Source: an optimization exercise on an open RTL-to-GDS flow (aim: small area). Production flows keep margins and buffers that such runs may drop. Function was checked by simulation only, so behaviour that the tests miss may differ from the original. Power and IR drop assume default switching activity.

## flow/design.v (module list and top-level ports; edited modules follow where they fit)
// module IO_INPUT: 4 lines
// module IO_OUTPUT: 3 lines
// module Debounce: 20 lines
// module UART_RX: 53 lines
// module UART_TX: 54 lines
// module I2C_SLAVE: 113 lines
// module MCU_INTERFACE: 77 lines
// module FIFO_512x8: 92 lines
// module FIFO_1x8: 28 lines
// module SMALL_FIFO: 65 lines
// module J1708_TX_SM: 103 lines
// module J1708_RX_SM: 57 lines
// module J1708_TOP: 202 lines
// module REGISTERS: 176 lines
// module LEDS: 88 lines
// module OneWireMaster: 131 lines
// module NBOARD869V1_TOP: 213 lines
module NBOARD869V1_TOP (
	input  CPU_UART_rx   ,				 
	output CPU_UART_tx   ,				 
	input  J1708_UART_rx ,				 
	output J1708_UART_tx ,				 
	input  CPU_I2C0_scl   ,				 
	input  CPU_I2C1_scl   ,				 
	input  CPU_I2C1_sda_in ,			 
	output CPU_I2C1_sda_out,			 
	output led1_red       ,
	output led1_green     ,
	output led1_blue      ,
	output led2_red       ,
	output led2_green     ,
	output led2_blue      ,
	output led3_red       ,
	output led3_green     ,
	output led3_blue      ,
	input  OneWire_Rx     ,				 
	output OneWire_Tx     ,				 
	input  [7:1] gpio_in  ,
	output       gpio_test,
	output irq            ,				 
	input  rst            ,				 
	input  clk
);
  // ...
==> flow/run.sh <==
#!/bin/bash
# synth_recipe.tcl (not shown) runs the flow's synth.tcl, then flattens the netlist and writes it again
# the make line also repeats each setting of config.mk as NAME=value (left out here)
make -C /OpenROAD-flow-scripts/flow DESIGN_CONFIG=/design/flow/config.mk WORK_HOME=/design/flow/orfs CLKGATE_MAP_FILE= SYNTH_SCRIPT=/design/flow/synth_recipe.tcl finish
==> flow/config.mk <==
export PLATFORM = sky130hd
export DESIGN_NAME = NBOARD869V1_TOP
export DESIGN_NICKNAME = NBOARD869V1_TOP
export VERILOG_FILES = /design/flow/design.v
export SDC_FILE = /design/flow/constraint.sdc
export NUM_CORES = 4
export LEC_CHECK = 0
export CAP_MARGIN = 20
export CORE_MARGIN = 2
export CORE_UTILIZATION = 35
export PLACE_DENSITY = 0.5
export SLEW_MARGIN = 20
==> flow/constraint.sdc <==
create_clock -name core_clock -period 20.0 [get_ports {clk}]
set_input_delay 4.0000 -clock core_clock [delete_from_list [all_inputs] [get_ports {clk}]]
set_output_delay 4.0000 -clock core_clock [all_outputs]
set_load 0.01 [all_outputs]
==> reports/results.tsv, run 1 <==
metric	value	unit
synth-simple-area-share	0.0510	
min_from	J1708_TOP.J1708_TX_DATA_FIFO.ring[245][7]	
clock_power_share	0.486	
skew	69.2	ps
grt_setup_unrepaired	no	
p_seq_frac	0.504	
power_frac_comb	0.009	
dpl_cell_area	80400	um2
avgSynthCellArea	15.6	um2
syn-num-nets	5015	
outcome	timing/DRC/antenna clean	
vias	35400	
postCtsResizedCells	0	
clk_pin_slew	60	ps
async_flop_share	0.218	
h-tree-depth	5	
instances_no_fill	8258	
met1Wirelength	61.1	mm
seq_cells	2877	
slew-limit-headroom	0.243	
cts.path.max_buffers	4	
synth-seq-cells	2877	
multi_input_area	13100	um2
p_per_area	129	nW/um2
synthFlopType	dfxtp_1	
synth_most_common_cell	dfxtp_1	
p_int	9450	uW
antenna_found_initial	3	
reg_top3	J1708_TOP.J1708_TX_DATA_FIFO.ring (2040), J1708_TOP.J1708_RX_LEN_FIFO.mem_data (88), J1708_TOP.J1708_TX_LEN_FIFO.mem_data (80)	
clock_latency	900	ps
clkbuf_count	421	
slew_violations	0	
grtUsageMet3	0.0261	
gp_congestion	0.781	
cts_buffers	306	
==> run 2: changes to the inputs <==
--- a/flow/config.mk
+++ b/flow/config.mk
@@ -7,6 +7,7 @@
 export LEC_CHECK = 0
 export CAP_MARGIN = 20
 export CORE_MARGIN = 2
-export CORE_UTILIZATION = 35
-export PLACE_DENSITY = 0.5
+export CORE_UTILIZATION = 60
+export CTS_BUF_LIST = sky130_fd_sc_hd__clkbuf_4 sky130_fd_sc_hd__clkbuf_8
+export PLACE_DENSITY = 0.75
 export SLEW_MARGIN = 20
==> run 2 against run 1 <==
Via count up 2.6%. Sequential power about the same. Count of clock-buffer cells in the layout up 237. Highest routed layer unchanged. Clock skew up 1.6 ps. Sequential share of layout area up 2.6 points.
==> reports/results.tsv, run 2 <==
metric	value	unit	change
rows	131		was 172
clock_latency	990	ps	was 900 ps
setup_viol	0		unchanged
outcome	timing/DRC/antenna clean		unchanged
viasPerCell	5.02		was 4.28
required	16000	ps	about the same
p_per_area	122	nW/um2	was 129 nW/um2
critPathLaunchType	input pin		unchanged
area_growth	13.6	%	was 18.0%
routed.top_layer	met4		unchanged
post_cts.repair.setup_buffers	0		unchanged
nets	5331		was 5234
synth_area	76900	um2	unchanged
gp_congestion	0.838		was 0.781
fin_hold_ws	255	ps	was 254 ps
slew_violations	0		unchanged
ys.warnings.count	25		unchanged
antenna_left	0		unchanged
fin_util	0.686		was 0.414
synth_edf_count	200		unchanged
core	127000	um2	was 219000 um2
synthFlopType	dfxtp_1		unchanged
worstMarginPinSlew	1120	ps	was 1140 ps
grt_max_degree	183		was 169
vias	36300		was 35400
synth_top_area_frac	0.534		unchanged
largest_reg_flops	2040		unchanged
peakVddDrop	0.0000694	V	was 0.0000929 V
place_hpwl	63.8	mm	was 65.0 mm
arrival	5280	ps	was 5250 ps
fin_setup_tns	0	ps	unchanged
synth_area_leader_cell	dfxtp_1		unchanged
whs_path_depth	0		unchanged
h-tree-depth	5		unchanged
first_pass_iters	6		was 5
synth_cells	4942		unchanged
drive_gt1_frac	0.188		was 0.152
fp.dieW	362	um	was 473 um
period_share	0.464		was 0.463
critPathMaxFanout	1		unchanged
io_pins	30		unchanged
grt_pass1_vias	38000		was 36100
wl_met2	54.8	mm	was 49.8 mm
cts_tree	done		unchanged
yosys-top-cells-area	dfxtp_1, dfrtp_1, edfxtp_1		unchanged
grt_pass1_wl	199	mm	about the same
drt_iter0_drc	2321		was 1812
fin_area	87400	um2	was 90700 um2
grt_setup_unrepaired	no		unchanged
maxCapViolCount	0		unchanged
clock-sinks	2877		unchanged
die_h	362	um	was 473 um
antenna_found_initial	2		was 3
syn-num-nets	5015		unchanged
hold_buffers	0		unchanged
endpoint_kind	output port		unchanged
cts_buffers	411		was 306
skew	70.8	ps	was 69.2 ps
route.detailed.drc	0		unchanged
routed_wl	120	mm	was 121 mm
synth_common_cells	dfxtp_1, dfrtp_1, nor2_1		unchanged
avgSynthCellArea	15.6	um2	unchanged
fmax	0.108	GHz	about the same
grt_overflow	0		unchanged
clk_pin_slew	60	ps	about the same
wl_per_cell	16.6	um	was 14.6 um
met1Wirelength	55.5	mm	was 61.1 mm
postCtsResizedCells	0		unchanged
async_flop_share	0.218		unchanged
initial_core_util	0.604		was 0.351
final_common_cell	dfxtp_1		unchanged
synth-seq-cells	2877		unchanged
dpl_cell_area	78800	um2	was 80400 um2
grt_use_total	0.188		was 0.109
netlist-cell-type-count	89		unchanged
hold_path.class	flip-flop to flip-flop		unchanged
synth_most_common_cell	dfxtp_1		unchanged
finalHoldViolCount	0		unchanged
slew-limit-headroom	0.256		was 0.243
yosysSeqAreaShare	0.817		unchanged
crit_type	input pin to output port		unchanged
reg_top3	J1708_TOP.J1708_TX_DATA_FIFO.ring (2040), J1708_TOP.J1708_RX_LEN_FIFO.mem_data (88), J1708_TOP.J1708_TX_LEN_FIFO.mem_data (80)		unchanged
port_buffers	29		unchanged
p_leak	0.0360	uW	was 0.0366 uW
cts_root_buffer	clkbuf_8		was clkbuf_16
period_needed	9280	ps	was 9250 ps
cts.path.max_buffers	4		unchanged
layout_common_cells	dfxtp_1, dfrtp_1, clkbuf_8		was dfxtp_1, dfrtp_1, clkbuf_16
die_area	131000	um2	was 223000 um2
wl_met3	5.82	mm	was 5.29 mm
ff2ff_path_depth	4		unchanged
top_register	J1708_TOP.J1708_TX_DATA_FIFO.ring		unchanged
run 2: cell counts after synthesis:
No cell type changed its count.
run 2: kinds of logic (layout without fill, tap and decap cells):
| kind of cell | Yosys count | in the layout | share of synthesized area |
|---|---|---|---|
| mux | 306 | 306 | 0.0438 |
| other cells | 0 | 1 | 0 |
| flops | 2877 | 2877 | 0.817 |
| buf+inv | 235 | 853 | 0.0126 |
| simple gates | 765 | 765 | 0.0510 |
| xor+xnor | 234 | 234 | 0.0267 |
| compound gates | 467 | 467 | 0.0393 |
| fa+ha+maj | 58 | 58 | 0.00944 |
run 2: final cells by class:
| class | count | area [um2] |
|---|---|---|
| flip-flops and latches | 2877 | 62800 |
| clock buffers | 658 | 8060 |
| clock inverters | 57 | 497 |
| multi-input cells | 1830 | 13100 |
| repair buffers | 47 | 453 |
| fillers | 8208 | 40000 |
| inverters | 91 | 345 |
| well taps | 1662 | 2080 |
| diodes | 1 | 2.50 |
run 2: path summary, 6_finish.rpt:
| kind | start | to | slack (ps) |
|---|---|---|---|
| min reg2reg | J1708_TOP.J1708_TX_DATA_FIFO.ring[13][0] | J1708_TOP.J1708_TX_DATA_FIFO.ring[12][0] | 250 |
| min | J1708_TOP.J1708_TX_DATA_FIFO.ring[13][0] | J1708_TOP.J1708_TX_DATA_FIFO.ring[12][0] | 250 |
| min in group asynchronous | rst | J1708_TOP.J1708_RX_SM.message_length[4] | 3580 |
| max | gpio_in[5] | gpio_test | 10720 |
| max in group asynchronous | rst | REGISTERS.led2_green[7] | 14030 |
| max reg2reg | MCU_INTERFACE.CPU_I2C_SLAVE.register_address[4] | REGISTERS.irq_mask[23] | 16600 |
run 2: routing by layer:
| layer | up-vias | track usage |
|---|---|---|
| met5 | - | 0 |
| met4 | 0 | 0.0765 |
| met3 | 300 | 0.0439 |
| met2 | 841 | 0.286 |
| met1 | 17800 | 0.262 |
| li1 | 17300 | - |
run 2: report_power, final:
part           total [uW]  switching (uW)  leakage [uW]  internal [uW]
clock                4670            2020       0.00458           2640
sequential           5900            30.8        0.0260           5870
combinational         109            65.4       0.00542           43.3
run 2: metrics by stage:
stage | setup WS, ps | instances | total power (uW)
2_1_floorplan | 7510 | 4942 | 6100
5_1_grt | 10690 | 7223 | 11100
4_1_cts | 10710 | 7222 | 10800
3_5_place_dp | 10680 | 6507 | 6140
6_report | 10720 | 7223 | 10700
3_3_place_gp | 10740 | 6507 | 6130
run 2: worst max-delay path: stages:
cell	delay (ps)
clkdlybuf4s50_1	470
nand4_1	110
nor2_1	150
clkdlybuf4s50_1	560
==> run 3: changes to the inputs <==
--- a/flow/config.mk
+++ b/flow/config.mk
@@ -8,6 +8,8 @@
 export CAP_MARGIN = 20
 export CORE_MARGIN = 2
 export CORE_UTILIZATION = 60
-export CTS_BUF_LIST = sky130_fd_sc_hd__clkbuf_4 sky130_fd_sc_hd__clkbuf_8
+export CTS_BUF_LIST = sky130_fd_sc_hd__clkbuf_8
+export CTS_CLUSTER_DIAMETER = 50
+export CTS_CLUSTER_SIZE = 20
 export PLACE_DENSITY = 0.75
 export SLEW_MARGIN = 20
==> run 3 against run 2 <==
Synthesized cell count is the same. Sequential power is essentially flat. Maximum frequency is essentially flat. First-iteration DRC count grew 8.1%. Combinational power is essentially flat. Die area is the same. Critical endpoint unchanged.
==> reports/results.tsv, run 3 <==
metric	value	unit	change
outcome	timing/DRC/antenna clean		unchanged
rows	131		unchanged
wl_met3	5.20	mm	was 5.82 mm
arrival	5280	ps	about the same
rrSetupSlack	16630	ps	was 16600 ps
p_seq_frac	0.674		was 0.553
route.detailed.drc	0		unchanged
gp_congestion	0.838		unchanged
grt_setup_unrepaired	no		unchanged
wl_met2	48.2	mm	was 54.8 mm
area_growth	7.06	%	was 13.6%
clock_power_share	0.314		was 0.437
multi_input_area	13100	um2	unchanged
finalHoldViolCount	0		unchanged
yosysSeqAreaShare	0.817		unchanged
initial_core_util	0.604		unchanged
async_flop_share	0.218		unchanged
yosys-top-cells-area	dfxtp_1, dfrtp_1, edfxtp_1		unchanged
whs_path_depth	0		unchanged
ys.warnings.count	25		unchanged
fillers	8856		was 8208
fin_area	82300	um2	was 87400 um2
cts_buffers	188		was 411
met1Wirelength	54.3	mm	was 55.5 mm
avgSynthCellArea	15.6	um2	unchanged
fmax	0.108	GHz	about the same
worstMarginPinSlew	1110	ps	was 1120 ps
peakVddDrop	0.0000639	V	was 0.0000694 V
r2r-start	MCU_INTERFACE.CPU_I2C_SLAVE.register_address[4]		unchanged
grt_overflow	0		unchanged
viasPerCell	5.10		was 5.02
cts_tree	done		unchanged
period_needed	9280	ps	about the same
clock_latency	960	ps	was 990 ps
min_from	J1708_TOP.J1708_TX_DATA_FIFO.ring[243][0]		was J1708_TOP.J1708_TX_DATA_FIFO.ring[13][0]
post_cts.repair.setup_buffers	0		unchanged
fp.dieW	362	um	unchanged
syn-num-nets	5015		unchanged
clk_pin_slew	110	ps	was 60 ps
synthFlopType	dfxtp_1		unchanged
final_common_cell	dfxtp_1		unchanged
cts.path.max_buffers	3		was 4
cts_root_buffer	clkbuf_8		unchanged
hold_end	J1708_TOP.J1708_TX_DATA_FIFO.ring[242][0]		was J1708_TOP.J1708_TX_DATA_FIFO.ring[12][0]
required	16000	ps	about the same
synth_area_leader_cell	dfxtp_1		unchanged
hold_path.class	flip-flop to flip-flop		unchanged
synth_area	76900	um2	unchanged
p_per_area	106	nW/um2	was 122 nW/um2
synth_most_common_cell	dfxtp_1		unchanged
power_frac_comb	0.012		was 0.010
synth_top_area_frac	0.534		unchanged
endpoint_kind	output port		unchanged
routed_wl	111	mm	was 120 mm
die_h	362	um	unchanged
slew_violations	0		unchanged
antenna_left	0		unchanged
grt_max_degree	183		unchanged
switching_share	0.213		was 0.199
layout_common_cells	dfxtp_1, dfrtp_1, nor2_1		was dfxtp_1, dfrtp_1, clkbuf_8
hold_buffers	0		unchanged
netlist-cell-type-count	89		unchanged
reg_top3	J1708_TOP.J1708_TX_DATA_FIFO.ring (2040), J1708_TOP.J1708_RX_LEN_FIFO.mem_data (88), J1708_TOP.J1708_TX_LEN_FIFO.mem_data (80)		unchanged
critPathMaxFanout	1		unchanged
core	127000	um2	unchanged
drt_iter0_drc	2509		was 2321
place_hpwl	63.8	mm	unchanged
p_int	6890	uW	was 8560 uW
setup_viol	0		unchanged
skew	56.3	ps	was 70.8 ps
rr_endpoint	REGISTERS.irq_mask[3]		was REGISTERS.irq_mask[23]
clock-sinks	2877		unchanged
first_pass_iters	6		unchanged
postCtsResizedCells	0		unchanged
ff2ff_path_depth	4		unchanged
io_pins	30		unchanged
grt_use_total	0.173		was 0.188
synth_cells	4942		unchanged
cp-startpoint	CPU_I2C0_scl		was gpio_in[5]
synth_common_cells	dfxtp_1, dfrtp_1, nor2_1		unchanged
synth_edf_count	200		unchanged
port_buffers	29		unchanged
wl_per_cell	16.3	um	was 16.6 um
slew-limit-headroom	0.262		was 0.256
fin_hold_ws	303	ps	was 255 ps
drive_gt1_frac	0.118		was 0.188
power.switching	1860	uW	was 2120 uW
synth-seq-cells	2877		unchanged
dpl_cell_area	78800	um2	unchanged
regArea	62800	um2	unchanged
fin_setup_tns	0	ps	unchanged
antenna_found_initial	4		was 2
period_share	0.464		about the same
h-tree-depth	4		was 5
grt_pass1_wl	184	mm	was 199 mm
maxCapViolCount	0		unchanged
grt_pass1_vias	34900		was 38000
p_leak	0.0333	uW	was 0.0360 uW
top_register	J1708_TOP.J1708_TX_DATA_FIFO.ring		unchanged
nets	5108		was 5331
vias	34600		was 36300
crit_type	input pin to output port		unchanged
largest_reg_flops	2040		unchanged
critPathLaunchType	input pin		unchanged
routed.top_layer	met5		was met4
die_area	131000	um2	unchanged
## run 3: cell counts after synthesis
Identical to the previous run, type by type.
## run 3: critical path, cell delays in order
cell and delay [ps]:
clkdlybuf4s50_1 460, nand4_1 120, nor2_1 150, clkdlybuf4s50_1 560
## run 3: area by class of cell
| class | count | share of cell area |
|---|---|---|
| antenna | 2 | 0.0000608 |
| clock buffer | 191 | 0.0319 |
| clock inverter | 83 | 0.0105 |
| inverter | 91 | 0.00420 |
| multi-input combinational | 1830 | 0.159 |
| sequential | 2877 | 0.763 |
| tap | 1662 | 0.0253 |
| timing repair buffer | 47 | 0.00550 |
## run 3: kinds of logic after synthesis
logic type / after synthesis / synth area share
adder cells (fa/ha/maj): 58 / 0.00944
AND/OR/NAND/NOR: 765 / 0.0510
XOR/XNOR: 234 / 0.0267
AO/OA/AOI/OAI: 467 / 0.0393
buffers and inverters: 235 / 0.0126
multiplexers: 306 / 0.0438
flip-flops: 2877 / 0.817
## run 3: stage by stage
stage / total power, uW / cells / util / setup slack, ps
floorplan: 6100 / 4942 / - / 7510
global placement: 6130 / 6507 / 0.619 / 10740
detailed placement: 6140 / 6507 / 0.619 / 10680
CTS: 8850 / 6781 / 0.646 / 10680
global route: 9080 / 6782 / 0.646 / 10680
finish: 8760 / 6783 / 0.646 / 10720
## run 3: per-layer routing
metal | GRT usage | up-vias
met1 | 0.256 | 17000
met4 | 0.0652 | 2
met3 | 0.0362 | 261
met5 | 0 | -
li1 | - | 16700
met2 | 0.253 | 664
## run 3: worst max-delay path by stage
| stage | end | cells past startpoint |
|---|---|---|
| 3_5_place_dp | gpio_test | 4 |
| 2_1_floorplan | J1708_TOP.J1708_RX_LEN_FIFO.data_out[0] | 1 |
| 4_1_cts | gpio_test | 4 |
| 6_report | gpio_test | 4 |
| 5_1_grt | gpio_test | 4 |
| 3_3_place_gp | gpio_test | 4 |
## run 3: power by group through the flow
| stage | sequential (uW) | combinational [uW] | clock [uW] |
|---|---|---|---|
| 2_1_floorplan | 6010 | 82.9 | 0 |
| 3_3_place_gp | 6020 | 106 | 0 |
| 3_5_place_dp | 6030 | 110 | 0 |
| 4_1_cts | 5900 | 110 | 2850 |
| 5_1_grt | 5910 | 123 | 3050 |
| 6_report | 5900 | 108 | 2750 |
==> run 4: changes to the inputs <==
==> flow/flow/run.sh (new file) <==
#!/bin/bash
# The standard layout, with clock tree synthesis told not to add dummy loads
# and to use small clock buffers. Each tool's output is logged by standard.sh
# under orfs/logs; this script's own output goes to run.log.
set -e
exec > run.log 2>&1
cp standard.sh standard_sh.log
export CTS_ARGS="-sink_clustering_enable -repair_clock_nets -dont_use_dummy_load -buf_list {sky130_fd_sc_hd__clkbuf_4 sky130_fd_sc_hd__clkbuf_8}"
bash standard.sh finish
==> flow/standard.sh (new file) <==
#!/bin/bash
# synth_recipe.tcl (not shown) runs the flow's synth.tcl, then flattens the netlist and writes it again
# the make line also repeats each setting of config.mk as NAME=value (left out here)
make -C /OpenROAD-flow-scripts/flow DESIGN_CONFIG=/design/flow/config.mk WORK_HOME=/design/flow/orfs CLKGATE_MAP_FILE= SYNTH_SCRIPT=/design/flow/synth_recipe.tcl "${@:-finish}"
--- a/flow/config.mk
+++ b/flow/config.mk
@@ -8,8 +8,5 @@
 export CAP_MARGIN = 20
 export CORE_MARGIN = 2
 export CORE_UTILIZATION = 60
-export CTS_BUF_LIST = sky130_fd_sc_hd__clkbuf_8
-export CTS_CLUSTER_DIAMETER = 50
-export CTS_CLUSTER_SIZE = 20
 export PLACE_DENSITY = 0.75
 export SLEW_MARGIN = 20
removed: flow/run.sh
==> run 4 against run 3 <==
Register-to-register slack got worse by 40 ps. Final cell count rose by 2.1%. Synthesized area unchanged. Die area is the same. Design area is 2.6% higher. Non-clock buffer count did not move. Critical path depth unchanged. Critical path type unchanged. Critical endpoint unchanged. Highest routed layer is now met4.
==> reports/results.tsv, run 4 <==
metric	value	unit	change
synth_top_area_frac	0.534		unchanged
top_register	J1708_TOP.J1708_TX_DATA_FIFO.ring		unchanged
rr_endpoint	REGISTERS.irq_mask[22]		was REGISTERS.irq_mask[3]
ff2ff_path_depth	4		unchanged
r2r-start	MCU_INTERFACE.CPU_I2C_SLAVE.register_address[4]		unchanged
endpoint_kind	output port		unchanged
synth_area	76900	um2	unchanged
drt_iter0_drc	2306		was 2509
hold_buffers	0		unchanged
synth_area_leader_cell	dfxtp_1		unchanged
fillers	8567		was 8856
netlist-cell-type-count	89		unchanged
setup_viol	0		unchanged
port_buffers	29		unchanged
reg_top3	J1708_TOP.J1708_TX_DATA_FIFO.ring (2040), J1708_TOP.J1708_RX_LEN_FIFO.mem_data (88), J1708_TOP.J1708_TX_LEN_FIFO.mem_data (80)		unchanged
h-tree-depth	5		was 4
yosysSeqAreaShare	0.817		unchanged
finalHoldViolCount	0		unchanged
ys.warnings.count	25		unchanged
regArea	62800	um2	unchanged
multi_input_area	13100	um2	unchanged
cts_tree	done		unchanged
synth_common_cells	dfxtp_1, dfrtp_1, nor2_1		unchanged
hold_path.class	flip-flop to flip-flop		unchanged
crit_end	gpio_test		unchanged
area_growth	9.88	%	was 7.06%
core	127000	um2	unchanged
synth_cells	4942		unchanged
slew_violations	0		unchanged
antenna_found_initial	5		was 4
die_h	362	um	unchanged
clk_pin_slew	50	ps	was 110 ps
grt_pass1_vias	37300		was 34900
required	16000	ps	about the same
antenna_left	0		unchanged
arrival	5290	ps	was 5280 ps
grt_use_total	0.183		was 0.173
synth_most_common_cell	dfxtp_1		unchanged
maxCapViolCount	0		unchanged
grt_max_degree	183		unchanged
postCtsResizedCells	0		unchanged
critPathLaunchType	input pin		unchanged
io_pins	30		unchanged
period_needed	9290	ps	was 9280 ps
period_share	0.464		about the same
syn-num-nets	5015		unchanged
fin_setup_tns	0	ps	unchanged
peakVddDrop	0.0000677	V	was 0.0000639 V
p_leak	0.0344	uW	was 0.0333 uW
synthFlopType	dfxtp_1		unchanged
rows	131		unchanged
cp-startpoint	CPU_I2C0_scl		unchanged
fin_area	84500	um2	was 82300 um2
grt_pass1_wl	194	mm	was 184 mm
route.detailed.drc	0		unchanged
routed_wl	117	mm	was 111 mm
worstMarginPinSlew	1100	ps	was 1110 ps
grt_setup_unrepaired	no		unchanged
cts.path.max_buffers	4		was 3
clock_latency	980	ps	was 960 ps
post_cts.repair.setup_buffers	0		unchanged
critPathMaxFanout	1		unchanged
dpl_cell_area	78800	um2	unchanged
cts_buffers	411		was 188
p_per_area	114	nW/um2	was 106 nW/um2
gp_congestion	0.838		unchanged
synth-seq-cells	2877		unchanged
clock-sinks	2877		unchanged
cts_root_buffer	clkbuf_8		unchanged
yosys-top-cells-area	dfxtp_1, dfrtp_1, edfxtp_1		unchanged
synth_edf_count	200		unchanged
place_hpwl	63.8	mm	unchanged
drive_gt1_frac	0.144		was 0.118
final_common_cell	dfxtp_1		unchanged
setup_slack	10710	ps	was 10720 ps
rrSetupSlack	16590	ps	was 16630 ps
first_pass_iters	6		unchanged
slew-limit-headroom	0.266		was 0.262
outcome	timing/DRC/antenna clean		unchanged
avgSynthCellArea	15.6	um2	unchanged
layout_common_cells	dfxtp_1, dfrtp_1, clkbuf_8		was dfxtp_1, dfrtp_1, nor2_1
fp.dieW	362	um	unchanged
nets	5331		was 5108
wl_per_cell	16.9	um	was 16.3 um
viasPerCell	5.16		was 5.10
initial_core_util	0.604		unchanged
skew	80.7	ps	was 56.3 ps
fin_hold_ws	249	ps	was 303 ps
largest_reg_flops	2040		unchanged
crit_type	input pin to output port		unchanged
pre_cts_slack	10680	ps	unchanged
grt_overflow	0		unchanged
vias	35700		was 34600
fmax	0.108	GHz	about the same
async_flop_share	0.218		unchanged
die_area	131000	um2	unchanged
==> run 4: cell counts after synthesis <==
No cell type changed its count.
==> run 4: worst min-delay path by stage <==
stage	start	to	cells after the start
after floorplan	J1708_TOP.IO_J1708_RX.data_sampled[2]	J1708_TOP.IO_J1708_RX.data	0
after global placement	J1708_TOP.J1708_TX_DATA_FIFO.ring[254][3]	J1708_TOP.J1708_TX_DATA_FIFO.ring[253][3]	0
after detailed placement	J1708_TOP.J1708_TX_DATA_FIFO.ring[1][2]	J1708_TOP.J1708_TX_DATA_FIFO.ring[0][2]	0
after CTS	J1708_TOP.J1708_TX_DATA_FIFO.ring[21][0]	J1708_TOP.J1708_TX_DATA_FIFO.ring[20][0]	0
after global routing	J1708_TOP.J1708_TX_DATA_FIFO.ring[13][0]	J1708_TOP.J1708_TX_DATA_FIFO.ring[12][0]	0
final	J1708_TOP.J1708_TX_DATA_FIFO.ring[13][0]	J1708_TOP.J1708_TX_DATA_FIFO.ring[12][0]	0
==> run 4: cell type report <==
class / count / area share
Multi-Input combinational cell: 1830 / 0.155
Clock buffer: 411 / 0.0670
Inverter: 91 / 0.00409
Sequential cell: 2877 / 0.744
Antenna cell: 6 / 0.000178
Timing Repair Buffer: 47 / 0.00536
Tap cell: 1662 / 0.0246
==> run 4: worst max-delay path, cell delays in order <==
cell,delay (ps)
clkdlybuf4s50_1,460
nand4_1,120
nor2_1,150
clkdlybuf4s50_1,560
==> run 4: metrics by stage <==
stage	power [uW]	util	instances
3_5_place_dp	6140	0.619	6507
4_1_cts	9770	0.663	6918
6_report	9650	0.663	6924
2_1_floorplan	6100	-	4942
3_3_place_gp	6130	0.619	6507
5_1_grt	10000	0.663	6922
==> run 4: cell families (layout without fill, tap and decap cells) <==
family,Yosys count,in the layout,share of synthesized area
DFF,2877,2877,0.817
buffers and inverters,235,549,0.0126
other,0,6,0
adders and majority gates,58,58,0.00944
xor gates and xnor gates,234,234,0.0267
AOI/OAI and AO/OA,467,467,0.0393
and+or+nand+nor,765,765,0.0510
muxes,306,306,0.0438
==> run 4: layer usage <==
layer,up-vias,part of all wire,routed length (um),GRT usage
li1,17000,-,-,-
met1,17600,0.47,54600,0.260
met2,812,0.45,53100,0.276
met3,304,0.049,5770,0.0403
met4,0,0.030,3450,0.0756
met5,-,0,0,0
==> run 4: where the power goes <==
group	leakage, uW	switching [uW]	internal (uW)
logic	0.00542	65.2	43.3
clock network	0.00296	1820	1810
registers	0.0260	30.7	5880
==> module FIFO_512x8, before the edit <==
module FIFO_512x8 (
	input  [7 : 0]              data_in     ,
	input                       write       ,
	input                       read        ,
	output [7 : 0]              data_out    ,
	output reg                  full,
	output reg                  empty,
	input  [7 : 0]              phase       ,			 
	input                       enable      ,
	input                       rst         ,
	input                       clk
);
localparam	DATA_WIDTH = 8,
			ADDR_WIDTH = 8,
			DEPTH      = (1 << ADDR_WIDTH),
			SLOTS      = DEPTH - 1;
reg [ADDR_WIDTH - 1 : 0] wr_last;			 
reg [ADDR_WIDTH - 1 : 0] rd_slot;			 
reg [ADDR_WIDTH - 1 : 0] data_cnt;
wire rd = read  &~ empty ;
wire wr = write &~ full  ;
always @(posedge clk or posedge rst)
begin
	if (rst) begin
		{rd_slot, data_cnt, full} <= 0;
		wr_last <= SLOTS - 1;
		empty <= 1;
	end else begin
		if      (!enable)	      wr_last <= SLOTS - 1;
		else if (wr     )	      wr_last <= (wr_last == SLOTS - 1) ? 0 : wr_last + 1;
		if      (!enable)	      rd_slot <= 0;
		else if (rd     )	      rd_slot <= (rd_slot == SLOTS - 1) ? 0 : rd_slot + 1;
		if      (!enable )        data_cnt   <= 0           ;
		else if (wr &~ rd)        data_cnt   <= data_cnt + 1;
		else if (rd &~ wr)        data_cnt   <= data_cnt - 1;
		if      (!enable    )                               full  <= 0 ;
		else if (read  &~ wr)                               full  <= 0;
		else if (write &~ read  & (data_cnt == DEPTH - 2))  full  <= 1;
		if      (!enable    )                               empty  <= 1;
		else if (write &~ rd)                               empty  <= 0;
		else if (read  &~ write & (data_cnt == 1))          empty  <= 1;
	end
end
reg [DATA_WIDTH - 1 : 0] ring [0 : SLOTS - 1];
reg [DATA_WIDTH - 1 : 0] wbuf;			 
reg                      pend;
reg [DATA_WIDTH - 1 : 0] P;				 
reg                      pv;
reg [DATA_WIDTH - 1 : 0] ram_rdata;
wire                     commit = pend & (phase == wr_last);
wire [DATA_WIDTH - 1 : 0] tap   = commit ? wbuf : ring [0];
wire                     direct = wr & (empty | (rd & (data_cnt == 1)));		 
wire                     fetch  = ~pv & ~empty & (phase == rd_slot);
assign data_out = ram_rdata;
integer i;
always @(posedge clk)
begin
	for (i = 0; i < SLOTS - 1; i = i + 1)
		ring [i] <= ring [i + 1];
	ring [SLOTS - 1] <= tap;
end
always @(posedge clk or posedge rst)
begin
	if (rst)
		{pend, pv} <= 0;
	else if (!enable)
		{pend, pv} <= 0;
	else begin
		if (direct)
			pv   <= 1;
		else if (rd)
			pv   <= 0;
		else if (fetch)
			pv   <= 1;
		if (wr &~ direct)
			pend <= 1;
		else if (commit)
			pend <= 0;
	end
end
always @(posedge clk)
begin
	if (enable & direct)
		P <= data_in;
	else if (enable & ~rd & fetch)
		P <= tap;
	if (enable & wr)
		wbuf <= data_in;
	if (rd)
		ram_rdata <= P;
end
endmodule
==> run 5: changes to the inputs <==
--- a/flow/design.v
+++ b/flow/design.v
@@ -347,13 +347,15 @@
 			SLOTS      = DEPTH - 1;
 reg [ADDR_WIDTH - 1 : 0] wr_last;			 
 reg [ADDR_WIDTH - 1 : 0] rd_slot;			 
-reg [ADDR_WIDTH - 1 : 0] data_cnt;
+wire [ADDR_WIDTH : 0]     wr_last_2 = wr_last + 2;
+wire cnt_is_1   = (wr_last == rd_slot);
+wire cnt_is_254 = (wr_last_2 == {1'b0, rd_slot}) | (wr_last_2 == SLOTS + rd_slot);
 wire rd = read  &~ empty ;
 wire wr = write &~ full  ;
 always @(posedge clk or posedge rst)
 begin
 	if (rst) begin
-		{rd_slot, data_cnt, full} <= 0;
+		{rd_slot, full} <= 0;
 		wr_last <= SLOTS - 1;
 		empty <= 1;
 	end else begin
@@ -361,15 +363,12 @@
 		else if (wr     )	      wr_last <= (wr_last == SLOTS - 1) ? 0 : wr_last + 1;
 		if      (!enable)	      rd_slot <= 0;
 		else if (rd     )	      rd_slot <= (rd_slot == SLOTS - 1) ? 0 : rd_slot + 1;
-		if      (!enable )        data_cnt   <= 0           ;
-		else if (wr &~ rd)        data_cnt   <= data_cnt + 1;
-		else if (rd &~ wr)        data_cnt   <= data_cnt - 1;
 		if      (!enable    )                               full  <= 0 ;
 		else if (read  &~ wr)                               full  <= 0;
-		else if (write &~ read  & (data_cnt == DEPTH - 2))  full  <= 1;
+		else if (write &~ read  & cnt_is_254)  full  <= 1;
 		if      (!enable    )                               empty  <= 1;
 		else if (write &~ rd)                               empty  <= 0;
-		else if (read  &~ write & (data_cnt == 1))          empty  <= 1;
+		else if (read  &~ write & cnt_is_1)          empty  <= 1;
 	end
 end
 reg [DATA_WIDTH - 1 : 0] ring [0 : SLOTS - 1];
@@ -380,7 +379,7 @@
 reg [DATA_WIDTH - 1 : 0] ram_rdata;
 wire                     commit = pend & (phase == wr_last);
 wire [DATA_WIDTH - 1 : 0] tap   = commit ? wbuf : ring [0];
-wire                     direct = wr & (empty | (rd & (data_cnt == 1)));		 
+wire                     direct = wr & (empty | (rd & cnt_is_1));		 
 wire                     fetch  = ~pv & ~empty & (phase == rd_slot);
 assign data_out = ram_rdata;
 integer i;
==> flow/run.sh (new file) <==
#!/bin/bash
# synth_recipe.tcl (not shown) runs the flow's synth.tcl, then flattens the netlist and writes it again
# the make line also repeats each setting of config.mk as NAME=value (left out here)
make -C /OpenROAD-flow-scripts/flow DESIGN_CONFIG=/design/flow/config.mk WORK_HOME=/design/flow/orfs CLKGATE_MAP_FILE= SYNTH_SCRIPT=/design/flow/synth_recipe.tcl finish
--- a/flow/config.mk
+++ b/flow/config.mk
@@ -8,5 +8,8 @@
 export CAP_MARGIN = 20
 export CORE_MARGIN = 2
 export CORE_UTILIZATION = 60
+export CTS_BUF_LIST = sky130_fd_sc_hd__clkbuf_8
+export CTS_CLUSTER_DIAMETER = 50
+export CTS_CLUSTER_SIZE = 20
 export PLACE_DENSITY = 0.75
 export SLEW_MARGIN = 20
removed: flow/flow/run.sh
removed: flow/standard.sh
==> run 5 against run 4 <==
Global-route usage is 1.5 points lower. Hold slack improved by 49 ps. Setup slack improved by 97 ps. Still clean. First-iteration DRC count up 1.8%. Final cell count shrank 1.4%. Non-clock buffer count increased by 5. Count of clock-buffer cells in the layout decreased by 218. Maximum frequency up 1.1%. Largest power group unchanged. Sequential power about the same. Largest cell class unchanged. Highest routed layer unchanged. Total power is 9.6% lower. Clock skew down 36 ps. Sequential share of layout area up 1.8 points.
==> reports/results.tsv, run 5 <==
metric	value	unit	change
synth_common_cells	dfxtp_1, dfrtp_1, nor2_1		unchanged
ff2ff_path_depth	5		was 4
grt_max_degree	172		was 183
grt_overflow	0		unchanged
rrSetupSlack	16630	ps	was 16590 ps
netlist-cell-type-count	85		was 89
cts.path.max_buffers	3		was 4
grt_setup_unrepaired	no		unchanged
endpoint_kind	output port		unchanged
reg_top3	J1708_TOP.J1708_TX_DATA_FIFO.ring (2040), J1708_TOP.J1708_RX_LEN_FIFO.mem_data (88), J1708_TOP.J1708_TX_LEN_FIFO.mem_data (80)		unchanged
crit_top_cell	clkdlybuf4s50_1		unchanged
grt_pass1_vias	34300		was 37300
nets	5131		was 5331
postCtsResizedCells	0		unchanged
die_h	361	um	was 362 um
fmax	0.109	GHz	was 0.108 GHz
hold_path.class	flip-flop to flip-flop		unchanged
required	16000	ps	about the same
final_common_cell	dfxtp_1		unchanged
yosys-top-cells-area	dfxtp_1, dfrtp_1, edfxtp_1		unchanged
place_hpwl	62.9	mm	was 63.8 mm
period_share	0.460		was 0.464
synthFlopType	dfxtp_1		unchanged
critPathLaunchType	input pin		unchanged
port_buffers	29		unchanged
cp_slowest_stage_delay	540	ps	was 560 ps
arrival	5190	ps	was 5290 ps
slew-limit-headroom	0.267		was 0.266
p_per_area	106	nW/um2	was 114 nW/um2
fin_hold_ws	299	ps	was 249 ps
maxCapViolCount	0		unchanged
avgSynthCellArea	15.4	um2	was 15.6 um2
r2r-start	MCU_INTERFACE.CPU_I2C_SLAVE.register_address[4]		unchanged
synth_area	76600	um2	was 76900 um2
slew_violations	0		unchanged
vias	34500		was 35700
rows	131		unchanged
h-tree-depth	4		was 5
fp.dieW	361	um	was 362 um
post_cts.repair.setup_buffers	0		unchanged
setup_viol	0		unchanged
hold_buffers	0		unchanged
io_pins	30		unchanged
worstMarginPinSlew	1100	ps	about the same
cts_root_buffer	clkbuf_8		unchanged
syn-num-nets	5035		was 5015
rr_endpoint	REGISTERS.led3_red[1]		was REGISTERS.irq_mask[22]
grt_pass1_wl	178	mm	was 194 mm
cts_tree	done		unchanged
period_needed	9190	ps	was 9290 ps
fin_setup_tns	0	ps	unchanged
route.detailed.drc	0		unchanged
antenna_left	0		unchanged
gp_congestion	0.873		was 0.838
wl_per_cell	15.9	um	was 16.9 um
path_depth	4		unchanged
antenna_found_initial	3		was 5
crit_type	input pin to output port		unchanged
clock_latency	920	ps	was 980 ps
cp-startpoint	CPU_I2C0_scl		unchanged
synth_area_leader_cell	dfxtp_1		unchanged
largest_reg_flops	2040		unchanged
first_pass_iters	8		was 6
synth_cells	4968		was 4942
cp_top_family	buffers and inverters		unchanged
synth_edf_count	200		unchanged
peakVddDrop	0.0000705	V	was 0.0000677 V
area_growth	7.23	%	was 9.88%
critPathMaxFanout	1		unchanged
synth_most_common_cell	dfxtp_1		unchanged
p_leak	0.0331	uW	was 0.0344 uW
synth-seq-cells	2869		was 2877
finalHoldViolCount	0		unchanged
path_buf_inv	2		unchanged
crit_end	gpio_test		unchanged
async_flop_share	0.215		was 0.218
layout_common_cells	dfxtp_1, dfrtp_1, nor2_1		was dfxtp_1, dfrtp_1, clkbuf_8
fillers	8902		was 8567
initial_core_util	0.603		was 0.604
skew	44.8	ps	was 80.7 ps
cts_buffers	187		was 411
crit_chain	clkdlybuf4s50_1 -> nand4_1 -> nor2_1 -> clkdlybuf4s50_1		unchanged
grt_use_total	0.168		was 0.183
clock-sinks	2869		was 2877
synth_top_area_frac	0.536		was 0.534
top_register	J1708_TOP.J1708_TX_DATA_FIFO.ring		unchanged
drt_iter0_drc	2348		was 2306
ys.warnings.count	25		unchanged
outcome	timing/DRC/antenna clean		unchanged
core	127000	um2	about the same
yosysSeqAreaShare	0.817		about the same
die_area	131000	um2	about the same
clk_pin_slew	110	ps	was 50 ps
cp_slowest_cell	clkdlybuf4s50_1		unchanged
viasPerCell	5.06		was 5.16
routed_wl	108	mm	was 117 mm
drive_gt1_frac	0.124		was 0.144
-- run 5: cells by family after synthesis --
kind of cell               share of synthesized area
buffers and inverters                         0.0125
AOI/OAI and AO/OA                             0.0380
and+or+nand+nor                               0.0508
DFF                                            0.817
xor gates and xnor gates                      0.0291
adders and majority gates                    0.00849
muxes                                         0.0440
-- run 5: how the worst min path moves through the flow --
stage	cells after the start	endpoint	start
2_1_floorplan	0	J1708_TOP.IO_J1708_RX.data	J1708_TOP.IO_J1708_RX.data_sampled[2]
3_3_place_gp	0	J1708_TOP.J1708_TX_DATA_FIFO.ring[253][2]	J1708_TOP.J1708_TX_DATA_FIFO.ring[254][2]
3_5_place_dp	0	J1708_TOP.J1708_TX_DATA_FIFO.ring[0][7]	J1708_TOP.J1708_TX_DATA_FIFO.ring[1][7]
4_1_cts	0	J1708_TOP.J1708_TX_DATA_FIFO.ring[16][1]	J1708_TOP.J1708_TX_DATA_FIFO.ring[17][1]
5_1_grt	0	J1708_TOP.J1708_TX_DATA_FIFO.ring[236][0]	J1708_TOP.J1708_TX_DATA_FIFO.ring[237][0]
6_report	0	J1708_TOP.J1708_TX_DATA_FIFO.ring[31][0]	J1708_TOP.J1708_TX_DATA_FIFO.ring[32][0]
-- run 5: metrics by stage --
stage          setup WS, ps  utilization  instances  power [uW]  area [um2]
6_report              10810        0.646       6824        8720       82200
3_3_place_gp          10770        0.618       6537        6110       78600
3_5_place_dp          10800        0.618       6537        6120       78600
5_1_grt               10770        0.646       6823        9050       82200
2_1_floorplan          7630            -       4968        6090       76600
4_1_cts               10800        0.646       6821        8820       82200
-- run 5: final cells by class --
type	instances	area (um2)	share of cell area
Tap cell	1662	2080	0.0253
Antenna cell	3	7.51	0.0000914
Sequential cell	2869	62600	0.762
Multi-Input combinational cell	1857	13100	0.159
Inverter	97	368	0.00448
Timing Repair Buffer	52	492	0.00598
Clock inverter	91	866	0.0105
Clock buffer	193	2660	0.0323
-- run 5: metal layers --
metal	part of all wire	GRT usage	vias to the layer above
li1	-	-	16700
met1	0.50	0.249	16900
met2	0.43	0.244	697
met3	0.045	0.0338	228
met4	0.030	0.0658	0
met5	0	0	-
-- run 5: report_power, final --
part           switching, uW  internal (uW)  total [uW]
Sequential              36.8           5850        5890
Combinational           53.5           45.6        99.1
Clock                   1740            988        2730
==> run 6: changes to the inputs <==
==> flow/flow/run.sh (new file) <==
#!/bin/bash
# The standard layout (the standard.sh), with clock tree synthesis told not to
# add dummy loads and to cluster the flip-flops around fewer, smaller clock buffers.
# standard.sh logs each tool's output under orfs/logs; this script's output goes to run.log.
set -e
exec > run.log 2>&1
export CTS_ARGS="-sink_clustering_enable -repair_clock_nets -dont_use_dummy_load -buf_list {sky130_fd_sc_hd__clkbuf_8} -sink_clustering_size 16 -sink_clustering_max_diameter 45"
bash standard.sh finish
==> flow/standard.sh (new file) <==
#!/bin/bash
# synth_recipe.tcl (not shown) runs the flow's synth.tcl, then flattens the netlist and writes it again
# the make line also repeats each setting of config.mk as NAME=value (left out here)
make -C /OpenROAD-flow-scripts/flow DESIGN_CONFIG=/design/flow/config.mk WORK_HOME=/design/flow/orfs CLKGATE_MAP_FILE= SYNTH_SCRIPT=/design/flow/synth_recipe.tcl "${@:-finish}"
--- a/flow/config.mk
+++ b/flow/config.mk
@@ -8,8 +8,5 @@
 export CAP_MARGIN = 20
 export CORE_MARGIN = 2
 export CORE_UTILIZATION = 60
-export CTS_BUF_LIST = sky130_fd_sc_hd__clkbuf_8
-export CTS_CLUSTER_DIAMETER = 50
-export CTS_CLUSTER_SIZE = 20
 export PLACE_DENSITY = 0.75
 export SLEW_MARGIN = 20
removed: flow/run.sh
==> run 6 against run 5 <==
Die area unchanged. First-iteration DRC count down 11%. Maximum frequency unchanged. Combinational power about the same. Total power down 1.9%. Final cell count down 0.92%. Global-route usage about the same. Critical endpoint unchanged.
==> reports/results.tsv, run 6 <==
metric	value	unit	change
fp.dieW	361	um	unchanged
fillers	8942		was 8902
nets	5164		was 5131
vias	34500		about the same
largest_reg_flops	2040		unchanged
grt_setup_unrepaired	no		unchanged
maxCapViolCount	0		unchanged
r2r-start	MCU_INTERFACE.CPU_I2C_SLAVE.register_address[4]		unchanged
ff2ff_path_depth	5		unchanged
core	127000	um2	unchanged
die_h	361	um	unchanged
synth-seq-cells	2869		unchanged
grt_use_total	0.168		about the same
netlist-cell-type-count	85		unchanged
async_flop_share	0.215		unchanged
hold_buffers	0		unchanged
endpoint_kind	output port		unchanged
cts_tree	done		unchanged
synth_common_cells	dfxtp_1, dfrtp_1, nor2_1		unchanged
finalHoldViolCount	0		unchanged
rrSetupSlack	16580	ps	was 16630 ps
clock_latency	920	ps	about the same
port_buffers	29		unchanged
reg_top3	J1708_TOP.J1708_TX_DATA_FIFO.ring (2040), J1708_TOP.J1708_RX_LEN_FIFO.mem_data (88), J1708_TOP.J1708_TX_LEN_FIFO.mem_data (80)		unchanged
rr_endpoint	REGISTERS.led3_red[7]		was REGISTERS.led3_red[1]
synth_edf_count	200		unchanged
fmax	0.109	GHz	unchanged
p_leak	0.0328	uW	was 0.0331 uW
worstMarginPinSlew	1090	ps	was 1100 ps
clk_pin_slew	90	ps	was 110 ps
postCtsResizedCells	0		unchanged
clock_power_share	0.300		was 0.313
place_hpwl	62.9	mm	unchanged
ys.warnings.count	25		unchanged
viasPerCell	5.11		was 5.06
synth_area_leader_cell	dfxtp_1		unchanged
slew_violations	0		unchanged
critPathMaxFanout	1		unchanged
crit_end	gpio_test		unchanged
h-tree-depth	4		unchanged
period_needed	9190	ps	unchanged
pre_cts_slack	10800	ps	unchanged
die_area	131000	um2	unchanged
route.detailed.drc	0		unchanged
synthFlopType	dfxtp_1		unchanged
outcome	timing/DRC/antenna clean		unchanged
cts_buffers	220		was 187
hold_path.class	flip-flop to flip-flop		unchanged
arrival	5190	ps	about the same
grt_max_degree	172		unchanged
drt_iter0_drc	2089		was 2348
cts_root_buffer	clkbuf_8		unchanged
p_seq_frac	0.688		was 0.675
top_register	J1708_TOP.J1708_TX_DATA_FIFO.ring		unchanged
peakVddDrop	0.0000758	V	was 0.0000705 V
synth_cells	4968		unchanged
initial_core_util	0.603		unchanged
cts.path.max_buffers	3		unchanged
wl_per_cell	16.0	um	was 15.9 um
power_frac_comb	0.012		was 0.011
period_share	0.460		unchanged
gp_congestion	0.873		unchanged
antenna_left	0		unchanged
p_int	6870	uW	was 6890 uW
synth_top_area_frac	0.536		unchanged
antenna_found_initial	3		unchanged
clock-sinks	2869		unchanged
layout_common_cells	dfxtp_1, dfrtp_1, nor2_1		unchanged
slew-limit-headroom	0.269		was 0.267
critPathLaunchType	input pin		unchanged
grt_overflow	0		unchanged
syn-num-nets	5035		unchanged
area_growth	6.58	%	was 7.23%
yosys-top-cells-area	dfxtp_1, dfrtp_1, edfxtp_1		unchanged
switching_share	0.197		was 0.210
post_cts.repair.setup_buffers	0		unchanged
io_pins	30		unchanged
p_per_area	105	nW/um2	was 106 nW/um2
final_common_cell	dfxtp_1		unchanged
grt_pass1_wl	179	mm	was 178 mm
synth_area	76600	um2	unchanged
avgSynthCellArea	15.4	um2	unchanged
required	16000	ps	about the same
synth_most_common_cell	dfxtp_1		unchanged
routed_wl	108	mm	about the same
fin_setup_tns	0	ps	unchanged
fin_hold_ws	270	ps	was 299 ps
min_from	J1708_TOP.J1708_TX_DATA_FIFO.ring[199][6]		was J1708_TOP.J1708_TX_DATA_FIFO.ring[32][0]
grt_pass1_vias	34500		was 34300
rows	131		unchanged
yosysSeqAreaShare	0.817		unchanged
setup_slack	10810	ps	unchanged
first_pass_iters	6		was 8
skew	101	ps	was 44.8 ps
setup_viol	0		unchanged
cp-startpoint	CPU_I2C0_scl		unchanged
drive_gt1_frac	0.118		was 0.124
crit_type	input pin to output port		unchanged
power.switching	1680	uW	was 1830 uW
==> run 6: per-stage QoR <==
step | total power, uW | cells | util | area (um2)
floorplan | 6090 | 4968 | - | 76600
global placement | 6110 | 6537 | 0.618 | 78600
detailed placement | 6120 | 6537 | 0.618 | 78600
CTS | 8660 | 6757 | 0.642 | 81700
global route | 8890 | 6760 | 0.642 | 81700
finish | 8560 | 6761 | 0.642 | 81700
==> run 6: power groups by stage <==
stage	sequential [uW]	combinational [uW]	clock, uW
after floorplan	6000	82.0	0
after global placement	6020	97.5	0
after detailed placement	6020	101	0
after CTS	5890	101	2670
after global routing	5900	114	2880
final	5890	99.2	2570
==> run 6: worst min-delay path by stage <==
stage / endpoint / slack (ps) / cells past startpoint
detailed placement: J1708_TOP.J1708_TX_DATA_FIFO.ring[0][7] / 310 / 0
global placement: J1708_TOP.J1708_TX_DATA_FIFO.ring[253][2] / 310 / 0
floorplan: J1708_TOP.IO_J1708_RX.data / 310 / 0
finish: J1708_TOP.J1708_TX_DATA_FIFO.ring[198][6] / 270 / 0
global route: J1708_TOP.J1708_TX_DATA_FIFO.ring[198][6] / 270 / 0
CTS: J1708_TOP.J1708_TX_DATA_FIFO.ring[247][4] / 270 / 0
==> run 6: cell families after synthesis <==
group                    after synthesis  share of synthesized area
AO/OA/AOI/OAI                        464                     0.0380
buffers and inverters                242                     0.0125
flip-flops                          2869                      0.817
adder cells (fa/ha/maj)               52                    0.00849
multiplexers                         307                     0.0440
XOR/XNOR                             251                     0.0291
AND/OR/NAND/NOR                      783                     0.0508
==> run 6: metal layers <==
metal  part of all wire  wire, um  GRT usage
met1               0.49     53600      0.247
met2               0.43     46100      0.245
met3              0.048      5200     0.0346
met4              0.032      3500     0.0708
met5                  0         0          0
==> run 6: area by class of cell <==
class                           instances  area (um2)  area share
Inverter                               97         368     0.00450
Antenna cell                            4        10.0    0.000123
Clock buffer                          220        3030      0.0371
Multi-Input combinational cell       1857       13100       0.160
Timing Repair Buffer                   52         492     0.00602
Tap cell                             1662        2080      0.0255
Sequential cell                      2869       62600       0.767
==> run 6: worst max-delay path, cell delays in order <==
cell	delay, ps
clkdlybuf4s50_1	450
nand4_1	90
nor2_1	110
clkdlybuf4s50_1	540
==> run 7: changes to the inputs <==
==> flow/flow/run.sh (replaced) <==
#!/bin/bash
# The standard layout (the standard.sh), with clock tree synthesis told not to
# add dummy loads and to cluster the flip-flops around fewer clock buffers.
# standard.sh logs each tool's output under orfs/logs; this script's output goes to run.log.
set -e
exec > run.log 2>&1
export CTS_ARGS="-sink_clustering_enable -repair_clock_nets -dont_use_dummy_load -buf_list {sky130_fd_sc_hd__clkbuf_16} -sink_clustering_size 32 -sink_clustering_max_diameter 60"
bash standard.sh finish
==> run 7 against run 6 <==
Final cell count fell by 1.2%. Largest cell class unchanged. Still clean. Setup slack did not move. Non-clock buffer count did not move.
==> reports/results.tsv, run 7 <==
metric	value	unit	change
skew	70.2	ps	was 101 ps
fp.dieW	361	um	unchanged
period_needed	9190	ps	unchanged
syn-num-nets	5035		unchanged
fin_area	82200	um2	was 81700 um2
yosys-top-cells-area	dfxtp_1, dfrtp_1, edfxtp_1		unchanged
synth-seq-cells	2869		unchanged
netlist-cell-type-count	85		unchanged
viasPerCell	5.11		about the same
finalHoldViolCount	0		unchanged
dpl_cell_area	78600	um2	unchanged
dp_cells	6537		unchanged
clock_latency	800	ps	was 920 ps
cp_slowest_cell	clkdlybuf4s50_1		unchanged
cts_root_buffer	clkbuf_16		was clkbuf_8
peakVddDrop	0.0000852	V	was 0.0000758 V
period_share	0.460		unchanged
layout_common_cells	dfxtp_1, dfrtp_1, nor2_1		unchanged
cts.path.max_buffers	3		unchanged
core	127000	um2	unchanged
synth_area_leader_cell	dfxtp_1		unchanged
routed_wl	109	mm	was 108 mm
largest_reg_flops	2040		unchanged
grt_use_total	0.169		was 0.168
crit_top_cell	clkdlybuf4s50_1		unchanged
required	16000	ps	about the same
area_growth	7.23	%	was 6.58%
grt_overflow	0		unchanged
fmax	0.109	GHz	unchanged
fin_setup_tns	0	ps	unchanged
postCtsResizedCells	0		unchanged
nets	5085		was 5164
drt_iter0_drc	2330		was 2089
antenna_found_initial	2		was 3
critPathMaxFanout	1		unchanged
route.detailed.drc	0		unchanged
h-tree-depth	4		unchanged
fillers	8858		was 8942
port_buffers	29		unchanged
initial_core_util	0.603		unchanged
clock-sinks	2869		unchanged
crit_end	gpio_test		unchanged
synth_cells	4968		unchanged
maxCapViolCount	0		unchanged
grt_pass1_vias	33900		was 34500
synth_edf_count	200		unchanged
p_per_area	108	nW/um2	was 105 nW/um2
vias	34200		was 34500
instances_no_fill	6679		was 6761
io_pins	30		unchanged
p_leak	0.0330	uW	was 0.0328 uW
synthFlopType	dfxtp_1		unchanged
slew-limit-headroom	0.281		was 0.269
worstMarginPinSlew	1080	ps	was 1090 ps
final_common_cell	dfxtp_1		unchanged
ff2ff_path_depth	5		unchanged
cp_slowest_stage_delay	540	ps	about the same
place_hpwl	62.9	mm	unchanged
cp-startpoint	CPU_I2C0_scl		unchanged
grt_pass1_wl	179	mm	about the same
critPathLaunchType	input pin		unchanged
min_from	J1708_TOP.J1708_TX_DATA_FIFO.ring[17][0]		was J1708_TOP.J1708_TX_DATA_FIFO.ring[199][6]
first_pass_iters	6		unchanged
endpoint_kind	output port		unchanged
crit_chain	clkdlybuf4s50_1 -> nand4_1 -> nor2_1 -> clkdlybuf4s50_1		unchanged
reg_top3	J1708_TOP.J1708_TX_DATA_FIFO.ring (2040), J1708_TOP.J1708_RX_LEN_FIFO.mem_data (88), J1708_TOP.J1708_TX_LEN_FIFO.mem_data (80)		unchanged
gp_congestion	0.873		unchanged
cts_buffers	141		was 220
grt_max_degree	172		unchanged
avgSynthCellArea	15.4	um2	unchanged
async_flop_share	0.215		unchanged
drive_gt1_frac	0.104		was 0.118
die_area	131000	um2	unchanged
top_register	J1708_TOP.J1708_TX_DATA_FIFO.ring		unchanged
synth_top_area_frac	0.536		unchanged
clk_pin_slew	90	ps	about the same
cts_tree	done		unchanged
crit_type	input pin to output port		unchanged
synth_common_cells	dfxtp_1, dfrtp_1, nor2_1		unchanged
hold_buffers	0		unchanged
rr_endpoint	REGISTERS.led3_dutycycle[7]		was REGISTERS.led3_red[7]
wl_per_cell	16.3	um	was 16.0 um
yosysSeqAreaShare	0.817		unchanged
setup_viol	0		unchanged
rows	131		unchanged
post_cts.repair.setup_buffers	0		unchanged
ys.warnings.count	25		unchanged
antenna_left	0		unchanged
synth_area	76600	um2	unchanged
rrSetupSlack	16600	ps	was 16580 ps
synth_most_common_cell	dfxtp_1		unchanged
grt_setup_unrepaired	no		unchanged
outcome	timing/DRC/antenna clean		unchanged
r2r-start	MCU_INTERFACE.CPU_I2C_SLAVE.register_address[4]		unchanged
die_h	361	um	unchanged
hold_path.class	flip-flop to flip-flop		unchanged
arrival	5190	ps	about the same
slew_violations	0		unchanged
[run 7: worst min-delay path by stage]
stage                                                     end  slack, ps  depth (start not counted)
finish               J1708_TOP.J1708_TX_DATA_FIFO.ring[16][0]        270                          0
global route        J1708_TOP.J1708_TX_DATA_FIFO.ring[244][5]        270                          0
CTS                 J1708_TOP.J1708_TX_DATA_FIFO.ring[244][7]        270                          0
detailed placement    J1708_TOP.J1708_TX_DATA_FIFO.ring[0][7]        310                          0
global placement    J1708_TOP.J1708_TX_DATA_FIFO.ring[253][2]        310                          0
floorplan                          J1708_TOP.IO_J1708_RX.data        310                          0
[run 7: power breakdown]
group	internal (uW)	leakage [uW]	switching [uW]
sequential	5850	0.0259	36.7
clock	1260	0.00174	1600
combinational	45.6	0.00532	53.5
total	7160	0.0330	1690
[run 7: area by class of cell]
class | instances | area [um2] | area share
multi-input combinational | 1857 | 13100 | 0.159
sequential | 2869 | 62600 | 0.762
inverter | 97 | 368 | 0.00448
clock buffer | 141 | 3530 | 0.0429
timing repair buffer | 52 | 492 | 0.00598
antenna | 1 | 2.50 | 0.0000305
tap | 1662 | 2080 | 0.0253
[run 7: logic make-up after synthesis]
logic type	after synthesis	share of synthesized area
simple gates	783	0.0508
xor+xnor	251	0.0291
buf+inv	242	0.0125
fa+ha+maj	52	0.00849
flops	2869	0.817
compound gates	464	0.0380
mux	307	0.0440
[run 7: worst max-delay path, delay by kind of cell]
kind,cells,cell delay [ps]
AND/OR/NAND/NOR,2,200
buffers and inverters,2,990
[run 7: routing by layer]
metal  track usage  vias up  part of all wire
met5             0        -           0.00012
met4        0.0650        2             0.031
li1              -    16600                 -
met2         0.251      634              0.43
met3        0.0305      216             0.044
met1         0.249    16700              0.49
[run 7: stage by stage]
| stage | power, uW | hold WS, ps | util | setup slack [ps] |
|---|---|---|---|---|
| after floorplan | 6090 | 310 | - | 7630 |
| final | 8850 | 271 | 0.646 | 10810 |
| after CTS | 8950 | 273 | 0.646 | 10800 |
| after global routing | 9170 | 268 | 0.646 | 10770 |
| after global placement | 6110 | 310 | 0.618 | 10770 |
| after detailed placement | 6120 | 312 | 0.618 | 10800 |
==> run 8: changes to the inputs <==
==> flow/flow/run.sh (replaced) <==
#!/bin/bash
# The standard layout (the standard.sh), with clock tree synthesis told not to
# add dummy loads and to cluster the flip-flops around small clock buffers.
# standard.sh logs each tool's output under orfs/logs; this script's output goes to run.log.
set -e
exec > run.log 2>&1
export CTS_ARGS="-sink_clustering_enable -repair_clock_nets -dont_use_dummy_load -buf_list {sky130_fd_sc_hd__clkbuf_4} -sink_clustering_size 10 -sink_clustering_max_diameter 35"
bash standard.sh finish
==> run 8 against run 7 <==
Total power is 4.1% lower. Synthesized area unchanged. Highest routed layer unchanged. Largest cell class unchanged. Maximum frequency unchanged. Clock power decreased by 13%. Critical path depth is the same. Clock skew up 64 ps. Sequential power is essentially flat. Routed wire length increased by 0.94%. Core utilization decreased by 0.50 points. Synthesized cell count unchanged. Hold slack got worse by 42 ps. Flip-flop and latch count did not move.
==> reports/results.tsv, run 8 <==
metric	value	unit	change
endpoint_kind	output port		unchanged
arrival	5190	ps	about the same
power	8490	uW	was 8850 uW
first_pass_iters	6		unchanged
grt_pass1_vias	35900		was 33900
busiest_layer	met2		unchanged
ys.warnings.count	25		unchanged
grt_overflow	0		unchanged
synth_top_area_frac	0.536		unchanged
critPathLaunchType	input pin		unchanged
regArea	62600	um2	unchanged
die_h	361	um	unchanged
async_flop_share	0.215		unchanged
synth_area_leader_cell	dfxtp_1		unchanged
fillers	9087		was 8858
period_share	0.460		unchanged
gp_congestion	0.873		unchanged
post_cts.repair.setup_buffers	0		unchanged
synth_most_common_cell	dfxtp_1		unchanged
clock_latency	1250	ps	was 800 ps
use_met1	0.246		was 0.249
clock-sinks	2869		unchanged
grtUsageMet3	0.0371		was 0.0305
nets	5326		was 5085
maxCapViolCount	0		unchanged
cts_root_buffer	clkbuf_4		was clkbuf_16
cts_buffers	382		was 141
area_growth	6.39	%	was 7.23%
final_common_cell	dfxtp_1		unchanged
initial_core_util	0.603		unchanged
critPathMaxFanout	1		unchanged
grt_max_degree	172		unchanged
skew	134	ps	was 70.2 ps
multi_input_area	13100	um2	unchanged
grt_use_total	0.171		was 0.169
largest_reg_flops	2040		unchanged
netlist-cell-type-count	85		unchanged
vias	35500		was 34200
synth_area	76600	um2	unchanged
slew-limit-headroom	0.277		was 0.281
cts.path.max_buffers	4		was 3
viasPerCell	5.13		was 5.11
cts_tree	done		unchanged
antenna_found_initial	4		was 2
globalRouteMet2Util	0.247		was 0.251
reg_top3	J1708_TOP.J1708_TX_DATA_FIFO.ring (2040), J1708_TOP.J1708_RX_LEN_FIFO.mem_data (88), J1708_TOP.J1708_TX_LEN_FIFO.mem_data (80)		unchanged
h-tree-depth	5		was 4
wl_per_cell	15.8	um	was 16.3 um
clk_pin_slew	90	ps	about the same
hold_path.class	flip-flop to flip-flop		unchanged
setup_viol	0		unchanged
avgSynthCellArea	15.4	um2	unchanged
die_area	131000	um2	unchanged
slew_violations	0		unchanged
io_pins	30		unchanged
synth_common_cells	dfxtp_1, dfrtp_1, nor2_1		unchanged
rows	131		unchanged
postCtsResizedCells	0		unchanged
drt_iter0_drc	2071		was 2330
crit_type	input pin to output port		unchanged
finalHoldViolCount	0		unchanged
antenna_left	0		unchanged
top_register	J1708_TOP.J1708_TX_DATA_FIFO.ring		unchanged
routed_wl	110	mm	was 109 mm
period_needed	9190	ps	unchanged
grt_pass1_wl	182	mm	was 179 mm
required	16000	ps	about the same
syn-num-nets	5035		unchanged
place_hpwl	62.9	mm	unchanged
port_buffers	29		unchanged
peakVddDrop	0.0000624	V	was 0.0000852 V
fmax	0.109	GHz	unchanged
hold_buffers	0		unchanged
p_leak	0.0330	uW	about the same
worstMarginPinSlew	1080	ps	about the same
route.detailed.drc	0		unchanged
outcome	timing/DRC/antenna clean		unchanged
synth-seq-cells	2869		unchanged
synthFlopType	dfxtp_1		unchanged
grt_setup_unrepaired	no		unchanged
drive_gt1_frac	0.146		was 0.104
core	127000	um2	unchanged
yosysSeqAreaShare	0.817		unchanged
yosys-top-cells-area	dfxtp_1, dfrtp_1, edfxtp_1		unchanged
fp.dieW	361	um	unchanged
synth_cells	4968		unchanged
layout_common_cells	dfxtp_1, dfrtp_1, clkbuf_4		was dfxtp_1, dfrtp_1, nor2_1
synth_edf_count	200		unchanged
fin_setup_tns	0	ps	unchanged
p_per_area	104	nW/um2	was 108 nW/um2
-- run 8: logic make-up after synthesis --
logic type / Yosys count / share of synthesized area
xor gates and xnor gates: 251 / 0.0291
AOI/OAI and AO/OA: 464 / 0.0380
DFF: 2869 / 0.817
muxes: 307 / 0.0440
buffers and inverters: 242 / 0.0125
adders and majority gates: 52 / 0.00849
and+or+nand+nor: 783 / 0.0508
-- run 8: cell type report --
cell class                      count  area share
Multi-Input combinational cell   1857       0.160
Inverter                           97     0.00451
Tap cell                         1662      0.0255
Sequential cell                  2869       0.768
Clock buffer                      382      0.0352
Timing Repair Buffer               52     0.00603
Antenna cell                        9    0.000276
-- run 8: per-layer routing --
layer  wire (um)  vias up
met3        5420      332
met1       53000    17200
met5          13        -
met2       47100      867
li1            -    17100
met4        4100        2
-- run 8: power breakdown --
group / switching [uW] / leakage, uW / internal (uW) / total [uW]
clock: 1620 / 0.00176 / 879 / 2500
sequential: 37.0 / 0.0259 / 5850 / 5890
combinational: 53.4 / 0.00532 / 45.6 / 99.0
total: 1710 / 0.0330 / 6780 / 8490
-- run 8: final timing paths --
kind	cells after the start	startpoint	end	slack [ps]
worst min register to register	0	J1708_TOP.J1708_TX_DATA_FIFO.ring[32][0]	J1708_TOP.J1708_TX_DATA_FIFO.ring[31][0]	230
max in group asynchronous	6	rst	OneWireMaster.freeTimerCnt[3]	13400
min in group asynchronous	3	rst	J1708_TOP.J1708_RX_UART.baud_rate_cnt[8]	3410
worst max register to register	5	MCU_INTERFACE.CPU_I2C_SLAVE.register_address[4]	REGISTERS.led3_dutycycle[2]	16530
worst min-delay path	0	J1708_TOP.J1708_TX_DATA_FIFO.ring[32][0]	J1708_TOP.J1708_TX_DATA_FIFO.ring[31][0]	230
worst max-delay path	4	CPU_I2C0_scl	gpio_test	10810
-- run 8: worst max-delay path, stage by stage --
cell and delay, ps:
clkdlybuf4s50_1 450, nand4_1 90, nor2_1 110, clkdlybuf4s50_1 540
-- run 8: through the flow --
| step | cells | worst slack [ps] | utilization | instance area (um2) | hold WS, ps |
|---|---|---|---|---|---|
| after global routing | 6927 | 10770 | 0.641 | 81500 | 226 |
| after detailed placement | 6537 | 10800 | 0.618 | 78600 | 312 |
| after global placement | 6537 | 10770 | 0.618 | 78600 | 310 |
| after CTS | 6919 | 10800 | 0.641 | 81500 | 203 |
| after floorplan | 4968 | 7630 | - | 76600 | 310 |
| final | 6928 | 10810 | 0.641 | 81500 | 229 |

[port drivers added, routing unchanged]
Ports are ideal in the flow. The routed layouts listed here were re-timed in OpenROAD. Step 1: set_driving_cell puts a clkbuf_16 on clk and a buf_2 on each other input, an assumption about the parent block. Step 2 also shifts input and output timing later by t, the mid clock arrival at the registers, as if the neighbouring blocks saw the same clock. a / b / c = ideal ports / drivers / drivers and shift; a / b = the first two.
run | t (ns) | setup WS [ns] | worst setup path at the end
run 1 | 0.956 | 10.747 / 10.719 / 10.719 | input to output
run 2 | 1.031 | 10.719 / 10.683 / 10.683 | input to output
run 3 | 0.995 | 10.716 / 10.692 / 10.692 | input to output
run 4 | 1.026 | 10.713 / 10.675 / 10.675 | input to output
run 5 | 0.978 | 10.809 / 10.782 / 10.782 | input to output
run 6 | 0.932 | 10.809 / 10.782 / 10.782 | input to output
run 7 | 0.827 | 10.809 / 10.782 / 10.782 | input to output
run 8 | 1.265 | 10.809 / 10.782 / 10.782 | input to output
After both steps setup and hold are still met in every run listed. The setup slack of run 4, which loses most, moves by -0.038 ns with the drivers and by -0.038 ns with both steps.
